From an optimization exercise on the open Yosys and OpenROAD flow, aimed at small area, a short achievable clock period and few clock cycles; shortcuts taken in it are not production practice.
The RTL was checked by simulation tests, not by an equivalence proof against the original design.

## design/flow/design.v

```verilog
`timescale 1ns / 1ps
module convnet(
        input                   CLK,
        input                   rst_n,
        input                   FLAGA,
        input                   FLAGD,
        output wire [1:0]       FIFOADR,
        output wire             pktend,
        output                  SLWR,
        output                  SLRD,
        output                  SLOE,
        input  [15:0]           FDATA_in,
        output [15:0]           FDATA_out,
        output                  FDATA_oe,
        input  [31:0]           data_o,
        input                   stall_o,
        input                   sdram_ack,
        output                  stb_i,
        output                  we_i,
        output [3:0]            sel_i,
        output                  cyc_i,
        output [31:0]           addr_i,
        output [31:0]           data_i
);
    localparam READ_TO_SDRAM = 4'b0000;
    localparam FIRST_CONV = 4'b0001;
    localparam FIRST_POOL = 4'b0010;
    localparam SECOND_CONV = 4'b0011;
    localparam SECOND_POOL = 4'b0100;
    localparam GATHER_PATCH = 4'b0101;
    localparam GATHER_KERNEL = 4'b0110;
    localparam GATHER_POOL = 4'b0111;
    localparam CONV = 4'b1000;
    localparam MAXPOOL = 4'b1001;
    localparam SELECT_WRITE_FIFO = 4'b1010;
    localparam WRITE_TO_USB = 4'b1011;
    localparam PKTEND = 4'b1100;
    localparam END = 4'b1101;
    localparam FIRST_CONV_BORDER = 5'd7;
    localparam SECOND_CONV_BORDER = 5'd1;
    localparam FIRST_POOL_BORDER = 5'd6;
    localparam SECOND_POOL_BORDER = 5'd0;
    function [1:0] conv_bias_i;
        input [3:0] k;
        begin
            conv_bias_i = (k < 4'd3) ? 2'd0 : (k < 4'd6) ? 2'd1 : 2'd2;
        end
    endfunction
    function [1:0] conv_bias_j;
        input [3:0] k;
        begin
            case (k)
                4'd1, 4'd4, 4'd7: conv_bias_j = 2'd1;
                4'd2, 4'd5, 4'd8: conv_bias_j = 2'd2;
                default:          conv_bias_j = 2'd0;
            endcase
        end
    endfunction
    function [1:0] pool_bias_i;
        input [3:0] k;
        begin
            pool_bias_i = {1'b0, k[1]};
        end
    endfunction
    function [1:0] pool_bias_j;
        input [3:0] k;
        begin
            pool_bias_j = {1'b0, k[0]};
        end
    endfunction
    reg [4:0] idx_i;
    reg [4:0] idx_j;
    reg [3:0] current_state;
    reg [3:0] next_state;
    reg [15:0] KERNELS[8:0];
    reg [15:0] PATCHES[8:0];
    wire [15:0] CONV_RESULT;
    wire [15:0] POOL_RESULT;
    wire read_ack;  
    wire read_sdram_slrd;
    wire read_sdram_sloe;
    wire read_sdram_slwr;
    wire [1:0] read_sdram_fifoadr;
    wire [15:0] read_sdram_fdata;
    wire [31:0] read_sdram_data_i;
    wire read_sdram_stb_i;
    wire read_sdram_we_i;
    wire [3:0] read_sdram_sel_i;
    wire read_sdram_cyc_i;
    wire [31:0] read_sdram_addr_i;
    reg convnet_slrd;
    reg convnet_sloe;
    reg convnet_slwr;
    reg [1:0] convnet_fifoadr;
    reg [15:0] convnet_fdata;
    reg [31:0] convnet_data_i;
    reg convnet_stb_i;
    reg convnet_we_i;
    reg [3:0] convnet_sel_i;
    reg convnet_cyc_i;
    reg [31:0] convnet_addr_i;
    reg out_slrd;
    reg out_sloe;
    reg out_slwr;
    reg [1:0] out_fifoadr;
    reg out_pktend;
    reg [31:0] out_data_i;
    reg out_stb_i;
    reg out_we_i;
    reg [3:0] out_sel_i;
    reg out_cyc_i;
    reg [31:0] out_addr_i;
    assign SLRD = out_slrd;
    assign SLOE = out_sloe;
    assign SLWR = out_slwr;
    assign FIFOADR = out_fifoadr;
    assign FDATA_out = POOL_RESULT;
    assign FDATA_oe = (FLAGD == 1'b1 & (current_state == SELECT_WRITE_FIFO| current_state == WRITE_TO_USB));
    assign pktend = out_pktend;
    assign data_i = out_data_i;
    assign stb_i = out_stb_i;
    assign we_i = out_we_i;
    assign sel_i = out_sel_i;
    assign cyc_i = out_cyc_i;
    assign addr_i = out_addr_i;
    reg LAYER;
    reg [4:0] kernel_idx;
    reg [4:0] kernel_bias;
    reg [2:0] kernel_cyc_cnt;  
    reg [3:0] patch_idx;
    reg [2:0] patch_cyc_cnt;
    reg [2:0] gather_pool_cyc_cnt;
    conv_3_3 convmodule(
        .CLK(CLK),
        .rst_n(rst_n),
        .PATCH({PATCHES[0],PATCHES[1],PATCHES[2],PATCHES[3],PATCHES[4],PATCHES[5],PATCHES[6],PATCHES[7],PATCHES[8]}),
        .KERNEL({KERNELS[0],KERNELS[1],KERNELS[2],KERNELS[3],KERNELS[4],KERNELS[5],KERNELS[6],KERNELS[7],KERNELS[8]}),
        .RESULT(CONV_RESULT)
    );
    maxpool poolmodule(
        .CLK(CLK),
        .rst_n(rst_n),
        .PATCH({PATCHES[0],PATCHES[1],PATCHES[2],PATCHES[3]}),
        .RESULT(POOL_RESULT)
    );
    read_to_sdram readsdrammodule(
        .CLKOUT(CLK),
        .rst_n(rst_n),
        .FLAGA(FLAGA),
        .SLWR(read_sdram_slwr),
        .SLRD(read_sdram_slrd),
        .SLOE(read_sdram_sloe),
        .FIFOADR(read_sdram_fifoadr),
        .FDATA(FDATA_in),
        .data_o(data_o),
        .sdram_ack(sdram_ack),
        .stall_o(stall_o),
        .read_ack(read_ack),
        .data_i(read_sdram_data_i),
        .stb_i(read_sdram_stb_i),
        .we_i(read_sdram_we_i),
        .sel_i(read_sdram_sel_i),
        .cyc_i(read_sdram_cyc_i),
        .addr_i(read_sdram_addr_i)
    );
    always @(*) begin
        case (current_state)
            READ_TO_SDRAM:begin
                if(read_ack == 1'b1)begin
                    next_state = GATHER_KERNEL;
                end
                else begin
                    next_state = READ_TO_SDRAM;
                end
            end
            FIRST_CONV:begin
                if (idx_i > FIRST_CONV_BORDER) begin
                    next_state = FIRST_POOL;
                end
                else begin
                    next_state = GATHER_PATCH;
                end
            end 
            FIRST_POOL:begin
                if (idx_i > FIRST_POOL_BORDER) begin
                    next_state = GATHER_KERNEL;  
                end
                else begin
                    next_state = GATHER_POOL;
                end
            end 
            SECOND_CONV:begin
                if (idx_i > SECOND_CONV_BORDER) begin
                    next_state = SECOND_POOL;
                end
                else begin
                    next_state = GATHER_PATCH;
                end
            end 
            SECOND_POOL:begin
                if (idx_i > SECOND_POOL_BORDER) begin
                    next_state = WRITE_TO_USB;  
                end
                else begin
                    next_state = GATHER_POOL;
                end                
            end 
            GATHER_PATCH:begin
                if ((patch_idx == 4'd8)&&(patch_cyc_cnt == 3'd3))begin
                    next_state = CONV;
                end
                else begin
                    next_state = GATHER_PATCH;
                end
            end 
            GATHER_KERNEL:begin
                if ((kernel_idx == 5'd8)&&(kernel_cyc_cnt == 3'd3))begin
                    next_state = GATHER_PATCH;
                end
                else begin
                    next_state = GATHER_KERNEL;
                end
            end 
            GATHER_POOL:begin
                if ((patch_idx == 4'd3)&&(gather_pool_cyc_cnt == 3'd3))begin
                    next_state = MAXPOOL;
                end
                else begin
                    next_state = GATHER_POOL;
                end
            end 
            CONV:begin
                if(sdram_ack == 1'b1) begin
                    if(LAYER == 1'b0)begin
                        next_state = FIRST_CONV;
                    end
                    else begin
                        next_state = SECOND_CONV;
                    end
                end
                else begin
                    next_state = CONV;
                end
            end 
            MAXPOOL:begin
                if(sdram_ack == 1'b1) begin
                    if(LAYER == 1'b0)begin
                        next_state = FIRST_POOL;
                    end
                    else begin
                        next_state = SECOND_POOL;
                    end
                end
                else begin
                    next_state = MAXPOOL;
                end                
            end 
            SELECT_WRITE_FIFO:begin
                if (FLAGD == 1'b1)begin
                    next_state = WRITE_TO_USB;
                end
                else begin
                    next_state = SELECT_WRITE_FIFO;
                end
            end
            WRITE_TO_USB:begin
                if (FLAGD == 1'b0) begin
                    next_state = WRITE_TO_USB;
                end
                else begin
                    next_state = PKTEND;
                end
            end 
            PKTEND: begin
                next_state = END;
            end
            END: begin
                next_state = END;
            end
            default: begin
                next_state = END;
            end
        endcase
    end
    always @(posedge CLK or negedge rst_n) begin
        if (rst_n == 1'b0)
            current_state <= READ_TO_SDRAM;
        else
            current_state <= next_state;
    end
    always @(*) begin
        if(current_state == READ_TO_SDRAM)begin
            out_data_i = read_sdram_data_i;
            out_stb_i = read_sdram_stb_i;
            out_we_i = read_sdram_we_i;
            out_sel_i = read_sdram_sel_i;
            out_cyc_i = read_sdram_cyc_i;
            out_addr_i = read_sdram_addr_i;
        end
        else begin
            out_data_i = convnet_data_i;
            out_stb_i = convnet_stb_i;
            out_we_i = convnet_we_i;
            out_sel_i = convnet_sel_i;
            out_cyc_i = convnet_cyc_i;
            out_addr_i = convnet_addr_i;            
        end
    end
    always @(*) begin
        if(current_state == READ_TO_SDRAM)begin
            out_slwr = read_sdram_slwr;
            out_sloe = read_sdram_sloe;
            out_slrd = read_sdram_slrd;
            out_fifoadr = read_sdram_fifoadr;
        end
        else begin
            out_slwr = convnet_slwr;
            out_sloe = convnet_sloe;
            out_slrd = convnet_slrd;
            out_fifoadr = convnet_fifoadr;
        end
    end
    always @(*) begin
        case(current_state)
            GATHER_KERNEL:begin
                if(kernel_cyc_cnt == 3'd3)begin
                    convnet_stb_i=1'b0;
                    convnet_cyc_i=1'b0;
                end
                else begin
                    convnet_stb_i=1'b1;
                    convnet_cyc_i=1'b1;
                end
                convnet_data_i= 32'h0;
                convnet_we_i=1'b0;
                convnet_sel_i=4'b0011;
                convnet_addr_i= {27'd0,kernel_bias}+{27'd0,kernel_idx};
            end
            GATHER_PATCH:begin
                if(patch_cyc_cnt == 3'd3)begin
                    convnet_stb_i=1'b0;
                    convnet_cyc_i=1'b0;
                end
                else begin
                    convnet_stb_i=1'b1;
                    convnet_cyc_i=1'b1;
                end
                convnet_data_i= 32'h0;
                convnet_we_i=1'b0;
                convnet_sel_i=4'b0011;
                convnet_addr_i= 32'd18+({27'd0,idx_i} + {30'd0,conv_bias_i(patch_idx)})*32'd10+({27'd0,idx_j} + {30'd0,conv_bias_j(patch_idx)});
            end
            CONV:begin
                convnet_stb_i=1'b1;
                convnet_cyc_i=1'b1;
                convnet_data_i= {16'd0, CONV_RESULT};
                convnet_we_i=1'b1;
                convnet_sel_i=4'b0011;
                convnet_addr_i= 32'd18+{27'd0,idx_i}*32'd10+{27'd0,idx_j};
            end
            GATHER_POOL:begin
                if(gather_pool_cyc_cnt == 3'd3)begin
                    convnet_stb_i=1'b0;
                    convnet_cyc_i=1'b0;
                end
                else begin
                    convnet_stb_i=1'b1;
                    convnet_cyc_i=1'b1;
                end
                convnet_data_i= 32'h0;
                convnet_we_i=1'b0;
                convnet_sel_i=4'b0011;
                convnet_addr_i= 32'd18+({27'd0,idx_i} + {30'd0,pool_bias_i(patch_idx)})*32'd10+({27'd0,idx_j} + {30'd0,pool_bias_j(patch_idx)});
            end
            MAXPOOL:begin
                convnet_stb_i=1'b1;
                convnet_cyc_i=1'b1;
                convnet_data_i= {16'd0, POOL_RESULT};
                convnet_we_i=1'b1;
                convnet_sel_i=4'b0011;
                convnet_addr_i= 32'd18+{28'd0,idx_i[4:1]}*32'd10+{28'd0,idx_j[4:1]}; 
            end
            default: begin
                convnet_stb_i=1'b0;
                convnet_cyc_i=1'b0;
                convnet_data_i= 32'h0;
                convnet_we_i=1'b0;
                convnet_sel_i=4'b0000;
                convnet_addr_i= 32'd0;
            end
        endcase
    end
    always @(*) begin
        case (current_state)
            SELECT_WRITE_FIFO:begin
                convnet_fifoadr = 2'b01;
                convnet_slwr = 1'b1;
                convnet_slrd = 1'b1;
                convnet_sloe = 1'b1;
                out_pktend = 1'b1;
            end
            WRITE_TO_USB:begin
                convnet_fifoadr = 2'b01;
                convnet_slwr = ~FLAGD;
                convnet_slrd = 1'b1;
                convnet_sloe = 1'b1;
                out_pktend = 1'b1;
            end
            PKTEND: begin
                convnet_fifoadr = 2'b01;
                convnet_slwr = 1'b1;
                convnet_slrd = 1'b1;
                convnet_sloe = 1'b1;
                out_pktend = 1'b0;
            end
            default: begin
                convnet_fifoadr = 2'b01;
                convnet_slwr = 1'b1;
                convnet_slrd = 1'b1;
                convnet_sloe = 1'b1;
                out_pktend = 1'b1;
            end
        endcase
    end
    always @(posedge CLK or negedge rst_n) begin
        if (rst_n == 1'b0) begin
            kernel_cyc_cnt <= 3'd0;
            kernel_idx <= 5'd0;
            kernel_bias <= 5'd0;
            LAYER <= 1'b0;
            patch_cyc_cnt <= 3'd0;
            patch_idx <= 4'd0;
            gather_pool_cyc_cnt <= 3'd0;
        end
        else
        case (current_state)
            GATHER_KERNEL:begin
                if(kernel_cyc_cnt == 3'd3)begin
                    kernel_cyc_cnt <= 0;
                    kernel_idx <= kernel_idx + 5'd1;
                end
                else begin
                    kernel_cyc_cnt <= sdram_ack ? 3'd3 : kernel_cyc_cnt;
                end
            end 
            GATHER_PATCH:begin
                if(patch_cyc_cnt == 3'd3)begin
                    patch_cyc_cnt <= 0;
                    if (patch_idx == 4'd8)begin
                        patch_idx <= 4'd0;
                    end
                    else begin
                        patch_idx <= patch_idx + 4'd1;
                    end
                end
                else begin
                    patch_cyc_cnt <= sdram_ack ? 3'd3 : patch_cyc_cnt;
                end
            end 
            GATHER_POOL:begin
                if(gather_pool_cyc_cnt == 3'd3)begin
                    gather_pool_cyc_cnt <= 0;
                    if (patch_idx == 4'd3)begin
                        patch_idx <= 4'd0;
                    end
                    else begin
                        patch_idx <= patch_idx + 4'd1;
                    end
                end
                else begin
                    gather_pool_cyc_cnt <= sdram_ack ? 3'd3 : gather_pool_cyc_cnt;
                end
            end 
            FIRST_POOL: begin
                if(next_state == GATHER_KERNEL) begin
                    kernel_idx <= 5'd0;
                    kernel_bias <= 5'd9;
                    LAYER <= 1'd1;
                end
            end
            default: begin
            end
        endcase
    end
    always @(posedge CLK) begin
        case (current_state)
            GATHER_KERNEL: begin
                if(kernel_cyc_cnt == 3'd0 && sdram_ack) begin
                    KERNELS[kernel_idx[3:0]] <= data_o[15:0];
                end
            end
            GATHER_PATCH:begin
                if(patch_cyc_cnt == 3'd0 && sdram_ack) begin
                    PATCHES[patch_idx[3:0]] <= data_o[15:0];
                end
            end
            GATHER_POOL:begin
                if(gather_pool_cyc_cnt == 3'd0 && sdram_ack) begin
                    PATCHES[patch_idx[3:0]] <= data_o[15:0];
                end
            end
            default: begin
            end
        endcase
    end
    always @(posedge CLK or negedge rst_n) begin
        if (rst_n == 1'b0) begin
            idx_i <= 5'd0;
            idx_j <= 5'd0;
        end
        else
        case (current_state)
            CONV: begin
                if (next_state == FIRST_CONV) begin
                    if(idx_j == FIRST_CONV_BORDER) begin
                        idx_i <= idx_i + 5'd1;
                        idx_j <= 5'd0;
                    end
                    else begin
                        idx_j <= idx_j + 5'd1;
                    end
                end
                else if (next_state == SECOND_CONV) begin
                    if(idx_j == SECOND_CONV_BORDER) begin
                        idx_i <= idx_i + 5'd1;
                        idx_j <= 5'd0;
                    end
                    else begin
                        idx_j <= idx_j + 5'd1;
                    end
                end
            end 
            FIRST_CONV: begin
                if(next_state == FIRST_POOL) begin
                    idx_i <= 5'd0;
                    idx_j <= 5'd0;
                end
            end
            FIRST_POOL: begin
                if(next_state == GATHER_KERNEL) begin
                    idx_i <= 5'd0;
                    idx_j <= 5'd0;
                end
            end
            SECOND_CONV: begin
                if(next_state == SECOND_POOL) begin
                    idx_i <= 5'd0;
                    idx_j <= 5'd0;
                end
            end
            MAXPOOL: begin
                if (next_state == FIRST_POOL) begin
                    if(idx_j == FIRST_POOL_BORDER) begin
                        idx_i <= idx_i + 5'd2;
                        idx_j <= 5'd0;
                    end
                    else begin
                        idx_j <= idx_j + 5'd2;
                    end
                end
                else if (next_state == SECOND_POOL) begin
                    if(idx_j == SECOND_POOL_BORDER) begin
                        idx_i <= idx_i + 5'd2;
                        idx_j <= 5'd0;
                    end
                    else begin
                        idx_j <= idx_j + 5'd2;
                    end                    
                end
            end
            default: begin
            end
        endcase
    end
endmodule
`timescale 1ns / 1ps
module conv_3_3
(
    CLK,
	 rst_n,
	 PATCH,
	 KERNEL,
	 RESULT
    );
    input CLK;
    input rst_n;
    input  wire [9*16-1:0] PATCH;
    input  wire [9*16-1:0] KERNEL;
    output wire [15:0] RESULT;
    reg [15:0] reg_output;
    assign RESULT = reg_output;
    reg [15:0] PIXELS [8:0];
    reg [15:0] KERNEL_WEIGHT [8:0];
    reg [15:0] TEMP_RES [8:0];
	 always @(*) begin 
	     {PIXELS[0],PIXELS[1],PIXELS[2],PIXELS[3],PIXELS[4],PIXELS[5],PIXELS[6],PIXELS[7],PIXELS[8]}=PATCH;
	     {KERNEL_WEIGHT[0],KERNEL_WEIGHT[1],KERNEL_WEIGHT[2],KERNEL_WEIGHT[3],KERNEL_WEIGHT[4],KERNEL_WEIGHT[5],KERNEL_WEIGHT[6],KERNEL_WEIGHT[7],KERNEL_WEIGHT[8]}=KERNEL;
	 end
	 always @(*) begin 
	     TEMP_RES[0] = PIXELS[0]*KERNEL_WEIGHT[0];
	     TEMP_RES[1] = PIXELS[1]*KERNEL_WEIGHT[1];
	     TEMP_RES[2] = PIXELS[2]*KERNEL_WEIGHT[2];
	     TEMP_RES[3] = PIXELS[3]*KERNEL_WEIGHT[3];
	     TEMP_RES[4] = PIXELS[4]*KERNEL_WEIGHT[4];
	     TEMP_RES[5] = PIXELS[5]*KERNEL_WEIGHT[5];
	     TEMP_RES[6] = PIXELS[6]*KERNEL_WEIGHT[6];
	     TEMP_RES[7] = PIXELS[7]*KERNEL_WEIGHT[7];
	     TEMP_RES[8] = PIXELS[8]*KERNEL_WEIGHT[8];
	 end
	 integer i;
	 always @(*) begin 
        reg_output = 0;
        for(i=0; i < 9; i=i+1)
            reg_output = reg_output + TEMP_RES[i];
	 end
endmodule
`timescale 1ns/1ps
module maxpool
(
    CLK,
    rst_n,
    PATCH,
    RESULT
);
    localparam DATAWIDTH = 16;
    input CLK;
    input rst_n;
    input  wire [4*DATAWIDTH-1:0] PATCH;
    output wire [DATAWIDTH-1:0] RESULT;
    reg [DATAWIDTH-1:0] PIXELS[3:0];
    reg [DATAWIDTH-1:0] RES;
    reg [DATAWIDTH-1:0] TEMP_RES1;
    reg [DATAWIDTH-1:0] TEMP_RES2;
    assign RESULT=RES;
    always @(*) begin
        {PIXELS[0],PIXELS[1],PIXELS[2],PIXELS[3]} = PATCH;
    end
    always @(*) begin
        if(PIXELS[0] < PIXELS[1])begin
            TEMP_RES1 = PIXELS[1];
        end
        else begin
            TEMP_RES1 = PIXELS[0];
        end
    end
    always @(*) begin
        if(PIXELS[2] < PIXELS[3])begin
            TEMP_RES2 = PIXELS[3];
        end
        else begin
            TEMP_RES2 = PIXELS[2];
        end
    end
    always @(*) begin
        if(TEMP_RES1 < TEMP_RES2)begin
            RES = TEMP_RES2;
        end
        else begin
            RES = TEMP_RES1;
        end
    end
endmodule
`timescale 1ns / 1ps
module read_to_sdram(
        input                   CLKOUT,
        input                   rst_n,
        input                   FLAGA,  
        output                  SLWR,
        output                  SLRD,
        output                  SLOE,
        output  wire [ 1: 0]    FIFOADR,
		output  wire [ 3: 0]    LED,
		output  wire [ 2: 0]    cstate, 
        input   wire [15: 0]    FDATA,
        output wire             read_ack,
        input  [31:0]           data_o,
        input                   stall_o,
        input                   sdram_ack,
        output                  stb_i,
        output                  we_i,
        output [3:0]            sel_i,
        output                  cyc_i,
        output [31:0]           addr_i,
        output [31:0]           data_i
    );
    localparam IDLE = 3'b000;
    localparam SELECT_READ_FIFO = 3'b001;
    localparam READ_DATA = 3'b010;
    localparam WRITE_TO_SDRAM = 3'b011;
    localparam NUM_TO_READ = 118;
    reg [2: 0] current_state;
    reg [2: 0] next_state;
    reg [15:0] DATA;
    reg next_SLWR;
    reg next_SLRD;
    reg next_SLOE;
    reg [1:0] next_FIFOADR;
    wire next_read_ack;
    reg stb_n;
    reg we_n;
    reg [3:0] sel_n;
    reg cyc_n;
    reg [31:0] addr_n;
    reg [31:0] data_n;
    reg [15:0] cnt;
    assign SLWR = next_SLWR;
    assign SLRD = next_SLRD;
    assign SLOE = next_SLOE;
    assign LED[2:0] = next_state;
    assign LED[3] = FLAGA;
    assign cstate = current_state;
    assign FIFOADR = next_FIFOADR;
    assign stb_i = stb_n;
    assign we_i = we_n;
    assign sel_i = sel_n;
    assign cyc_i =  cyc_n;
    assign addr_i = addr_n;
    assign data_i = data_n;
    assign read_ack = next_read_ack;
    assign next_read_ack = (current_state == SELECT_READ_FIFO) && (cnt == NUM_TO_READ);
    always @(*) begin
        case(current_state)
            IDLE:begin
                if(FLAGA == 1'b1)begin
                    next_state = SELECT_READ_FIFO;
                end
                else begin
                    next_state = IDLE;
                end
            end
            SELECT_READ_FIFO:begin
                if(cnt == NUM_TO_READ)begin
                    next_state = SELECT_READ_FIFO;
                end
                else if(FLAGA == 1'b0)begin
                    next_state = IDLE;
                end
                else begin
                    next_state = READ_DATA;
                end
            end
            READ_DATA:begin
                next_state = WRITE_TO_SDRAM;
            end
            WRITE_TO_SDRAM:begin
                if(sdram_ack == 1'b1)begin
                    next_state = SELECT_READ_FIFO;
                end
                else begin
                    next_state = WRITE_TO_SDRAM;
                end
            end
            default:begin
                next_state = IDLE;
            end
        endcase
    end
    always @(*) begin
        case (current_state)
            IDLE:begin
                next_SLWR = 1'b1;
                next_SLRD = 1'b1;
                next_SLOE = 1'b1;
            end 
            SELECT_READ_FIFO:begin
                next_SLWR = 1'b1;
                next_SLRD = 1'b1;
                next_SLOE = ~FLAGA;
            end
            READ_DATA:begin
                next_SLWR = 1'b1;
                next_SLRD = ~FLAGA;
                next_SLOE = ~FLAGA;                
            end
            WRITE_TO_SDRAM:begin
                next_SLWR = 1'b1;
                next_SLRD = 1'b1;
                next_SLOE = 1'b1;
            end
            default: begin
                next_SLWR = 1'b1;
                next_SLRD = 1'b1;
                next_SLOE = 1'b1;                
            end
        endcase
    end
    always @(*) begin
        if(current_state == IDLE)begin
            next_FIFOADR[1:0] = 2'b00;  
        end
        else begin
            next_FIFOADR[1:0] = 2'b00;
        end
    end
    always@(posedge CLKOUT, negedge rst_n) begin
        if(rst_n == 1'b0)begin
            current_state <= IDLE;
        end
        else begin
            current_state <= next_state;
        end
    end
    always@(posedge CLKOUT, negedge rst_n)begin
        if(rst_n == 1'b0)begin
            cnt <= 16'd0;
        end
        else if((next_state == SELECT_READ_FIFO) &&(current_state == WRITE_TO_SDRAM))begin
            cnt <= cnt + 16'b1;
        end
    end
    always@(posedge CLKOUT)begin
		  if((next_state == READ_DATA) && !((next_state == SELECT_READ_FIFO) &&(current_state == WRITE_TO_SDRAM))) begin
		      if (FLAGA == 1'b1) begin
		          DATA <= FDATA;
				end
		  end
    end
    always @(*) begin
        case (current_state)
            WRITE_TO_SDRAM:begin
                stb_n = 1'b1;  
                cyc_n = 1'b1;  
                addr_n = {16'd0,cnt};  
                data_n = {16'd0,DATA};
                sel_n = 4'b0011;
                we_n = 1'b1;
            end
            default:begin
                stb_n = 1'b0;  
                cyc_n = 1'b0;  
                addr_n = 32'h0;  
                data_n = 32'h0;
                sel_n = 4'b0000;
                we_n = 1'b1;
            end 
        endcase
    end
endmodule
```

## design/flow/run.sh

```bash
#!/bin/bash
# synth_recipe.tcl (not shown) runs the flow's synth.tcl, then flattens the netlist and writes it again
# the make line also repeats each setting of config.mk as NAME=value (left out here)
make -C /OpenROAD-flow-scripts/flow DESIGN_CONFIG=/design/flow/config.mk WORK_HOME=/design/flow/orfs CLKGATE_MAP_FILE= SYNTH_SCRIPT=/design/flow/synth_recipe.tcl finish
```

## design/flow/config.mk

```make
export PLATFORM = sky130hd
export DESIGN_NAME = convnet
export DESIGN_NICKNAME = convnet
export VERILOG_FILES = /design/flow/design.v
export SDC_FILE = /design/flow/constraint.sdc
export NUM_CORES = 4
export LEC_CHECK = 0
export CAP_MARGIN = 20
export CORE_MARGIN = 2
export CORE_UTILIZATION = 40
export PLACE_DENSITY = 0.6
export SLEW_MARGIN = 20
```

## design/flow/constraint.sdc

```tcl
create_clock -name core_clock -period 20.0 [get_ports {CLK}]
set_input_delay 4.0000 -clock core_clock [delete_from_list [all_inputs] [get_ports {CLK}]]
set_output_delay 4.0000 -clock core_clock [all_outputs]
set_load 0.01 [all_outputs]
```

==> summary.txt <==
Routing
  • Routed len/inst: 23.1 µm
  • Met2 wire length: 77900 µm
  • Final ANT Viol Nets: 0
  • Via count: 36300
  • DRC viols: 0
  • Top Layer Used: met5
  • Met1 Wirelength: 69100 µm
  • Initial DRC count: 2659
  • Met3 wire len: 10400 µm
  • Pre-antenna DRT Iters: 6
  • Via density: 5.07
  • Final wirelength: 165000 µm

Yosys
  • Yosys reg bits: 349
  • YS warnings: 8
  • Synth top area cells: fa_1, edfxtp_1, ha_1, inv_1, and2_1
  • Cell Area, Synth: 53800 µm²
  • Most used DFF post-synth: edfxtp_1
  • Yosys top cell by area: fa_1
  • Post-synth EDFFs: 304
  • Yosys top cell area share: 0.343
  • Post-Syn Area per Cell: 10.0 µm²
  • Synth cell types: 72
  • Asr flop ratio synth: 0.129
  • Cells after Synth: 5368
  • Sequential fraction of the synthesis area: 0.191

Die
  • Die area: 137000 µm²
  • I/O Pins: 148
  • Rows: 134
  • Die H: 371 µm
  • Die Wd: 371 µm
  • Core Box Area: 133000 µm²
  • Starting Density: 0.403

Clock tree
  • Hold-fix buffers, CTS: 0
  • Worst-Skew Late Latency: 0.63 ns
  • Worst-path clk slew: 0.06 ns
  • CTS buffer count: 42
  • CTS Root Cell: clkbuf_16
  • Clock sinks: 349
  • CTS resizes: 0
  • Number of setup buffers added after CTS: 0
  • CTS Buffer Depth: 3
  • CTS HTree Levels: 2
  • CTS tree: done

Place
  • Port Buffers: 95
  • Dpl hpwl: 131000 µm
  • # placed instances: 7085
  • GPL Wtd Cong: 0.948

Layout
  • Area of the multi-input gates: 38300 µm²
  • Final nets: 6879
  • Area Growth Syn to Fin: 7.43%
  • Final core occ: 0.433
  • Fillers: 12900
  • Final cell count without fillers: 7162
  • Register area: 10300 µm²
  • Layout cells sized above 1: 0.0241

Critical path
  • Worst EP arrival: 11.57 ns
  • Buffers & Inverters on Critical Path: 7
  • Slowest cell delay on critical path: 0.91 ns
  • Crit-path leading delay family: adder cells
  • Origin of the critical flop-to-flop path: idx_i[1]$_DFFE_PN0P_
  • CP max FO: 12
  • CP endpoint kind: output pin
  • Worst EP required: 16.00 ns
  • Critical Path Most Common Cell: fa_1
  • Slowest cell on crit path: edfxtp_1
  • Crit path kind: reg2out
  • Crit start category: register
  • CP startpoint: PATCHES[3][6]$_DFFE_PP_

STA
  • Slew headroom: 0.231
  • Tightest Pin Transition: 1.15 ns
  • Final Max Slew Viols: 0
  • Final setup viols: 0
  • Post-route minimum period: 15.57 ns
  • Final hold viol count: 0
  • Final setup TNS: 0 ns
  • RSZ-0062 raised after global routing: false
  • Max frequency: 64.2 MHz
  • Period utilization: 0.779
  • Clock Skew: 0.0485 ns

GRT
  • Initial antenna violation count: 6
  • Largest net degree at the start of global routing: 27
  • GRT Util Overall: 0.246
  • Vias in the first global route: 39400
  • Grt total ovfl: 0
  • First-pass GRT wire length: 251000 µm

Status
  • Status: complete, no violations

Hold path
  • Hold_sp: readsdrammodule.cnt[10]$_DFFE_PN0P_
  • Worst hold path type: reg2reg

Run
  • Max Cap Viol: 0
layout make-up:
cell class / count / share of cell area
clock inverters: 28 / 0.00431
flip-flops and latches: 349 / 0.177
well taps: 1768 / 0.0383
inverters: 1191 / 0.0773
repair buffers: 133 / 0.0213
diodes: 1 / 0.0000433
clock buffers: 48 / 0.0189
multi-input cells: 3644 / 0.662
flip-flops by register name (all words and copies together) (netlist names), 2 cells and up:
register	cells
current_state	4
readsdrammodule.cnt	16
idx_j	5
readsdrammodule.current_state	2
PATCHES	144
readsdrammodule.DATA	16
patch_idx	4
KERNELS	144
idx_i	5
kernel_idx	5
layer usage:
layer,vias up,GRT usage
met1,18700,0.323
met5,-,0
met2,1153,0.408
met4,2,0.0983
met3,274,0.0389
li1,16100,-
stage by stage:
| step | hold WS (ns) | cell area [µm²] | setup WS [ns] |
|---|---|---|---|
| after floorplan | 0.459 | 53900 | 7.45 |
| after global placement | 0.513 | 56400 | 5.28 |
| after detailed placement | 0.514 | 56500 | 5.22 |
| after CTS | 0.524 | 57800 | 4.47 |
| after global routing | 0.550 | 57800 | 4.14 |
| final | 0.528 | 57800 | 4.43 |
synth_stat cells (4+ instances only):
cell	count
and3_1	18
nand4_1	13
mux2i_1	37
o211ai_1	5
a221oi_1	6
fa_1	921
a22oi_1	6
a22o_1	7
buf_4	38
nor3_1	18
buf_1	8
xnor2_1	283
edfxtp_1	304
inv_1	1191
xor2_1	67
nor4_1	4
o21ai_0	37
nand2b_1	12
nand3_1	18
o21bai_1	8
o41ai_1	4
ha_1	543
a2111oi_0	5
a211oi_1	4
clkbuf_1	171
a222oi_1	4
a21o_1	44
dfrtp_1	45
a31o_2	4
a21oi_1	46
a221o_1	13
nor2_1	58
and2_1	646
a31oi_1	6
nand2_1	667
nor3b_1	5
nor2b_1	18
o21a_1	22
o22ai_1	8
placed cells by master, fill, tap and decap left out, types with 37 or more instances in the layout:
cell type,instances
a21o_1,44
a21oi_1,46
and2_1,645
buf_4,37
clkbuf_16,43
clkdlybuf4s50_1,92
dfrtp_1,45
edfxtp_1,304
fa_1,921
ha_1,543
inv_1,1191
mux2i_1,37
nand2_1,667
nor2_1,56
o21ai_0,37
xnor2_1,283
xor2_1,67
path summary, 6_finish.rpt:
path / end / depth (start not counted) / slack (ns)
worst min-delay path: readsdrammodule.cnt[10]$_DFFE_PN0P_ / 1 / 0.53
max in group asynchronous: kernel_idx[0]$_DFFE_PN0P_ / 2 / 16.03
min in group asynchronous: current_state[2]$_DFF_PN0_ / 1 / 3.41
worst min register to register: readsdrammodule.cnt[10]$_DFFE_PN0P_ / 1 / 0.53
worst max register to register: idx_i[2]$_DFFE_PN0P_ / 12 / 15.71
worst max-delay path: data_i[15] / 30 / 4.43
worst register-to-register path: cells and delay by family, from the launching register on:
family | cells | cell delay (ns)
buf+inv | 1 | 0.29
fa+ha+maj | 1 | 0.26
simple gates | 3 | 1.18
compound gates | 7 | 1.77
flops | 1 | 0.70
cell families after synthesis:
group	share of synthesized area
flops	0.191
fa+ha+maj	0.469
xor+xnor	0.0574
other cells	0.0000697
simple gates	0.141
buf+inv	0.101
compound gates	0.0335
mux	0.00730
Testbench counts, summed over its fixed seeds: cycles 138,870.

re-timing with driven ports:
In the flow no input, the clock included, has a driving cell. The finished layout below was timed again as built, in two steps.
Step 1: set_driving_cell puts a clkbuf_16 on CLK and a buf_2 on each other input, an assumption about the parent block.
Step 2 moves the port delays by t, midway between the first and last clock arrival at a register: inputs arrive t later, outputs are due t later. That takes back most of the time a late clock gives input paths.
Slacks: ideal / step 1 / step 2; pairs: ideal / step 1.
t, ns: 0.671
slack for setup (ns): 4.429 / 4.359 / 5.031
worst setup path after step 2: register to output
worst data-port slew with drivers (ns): 0.04
After both steps this run still meets setup and hold. The setup slack of this run moves by -0.070 ns with the drivers and by +0.602 ns with both steps.
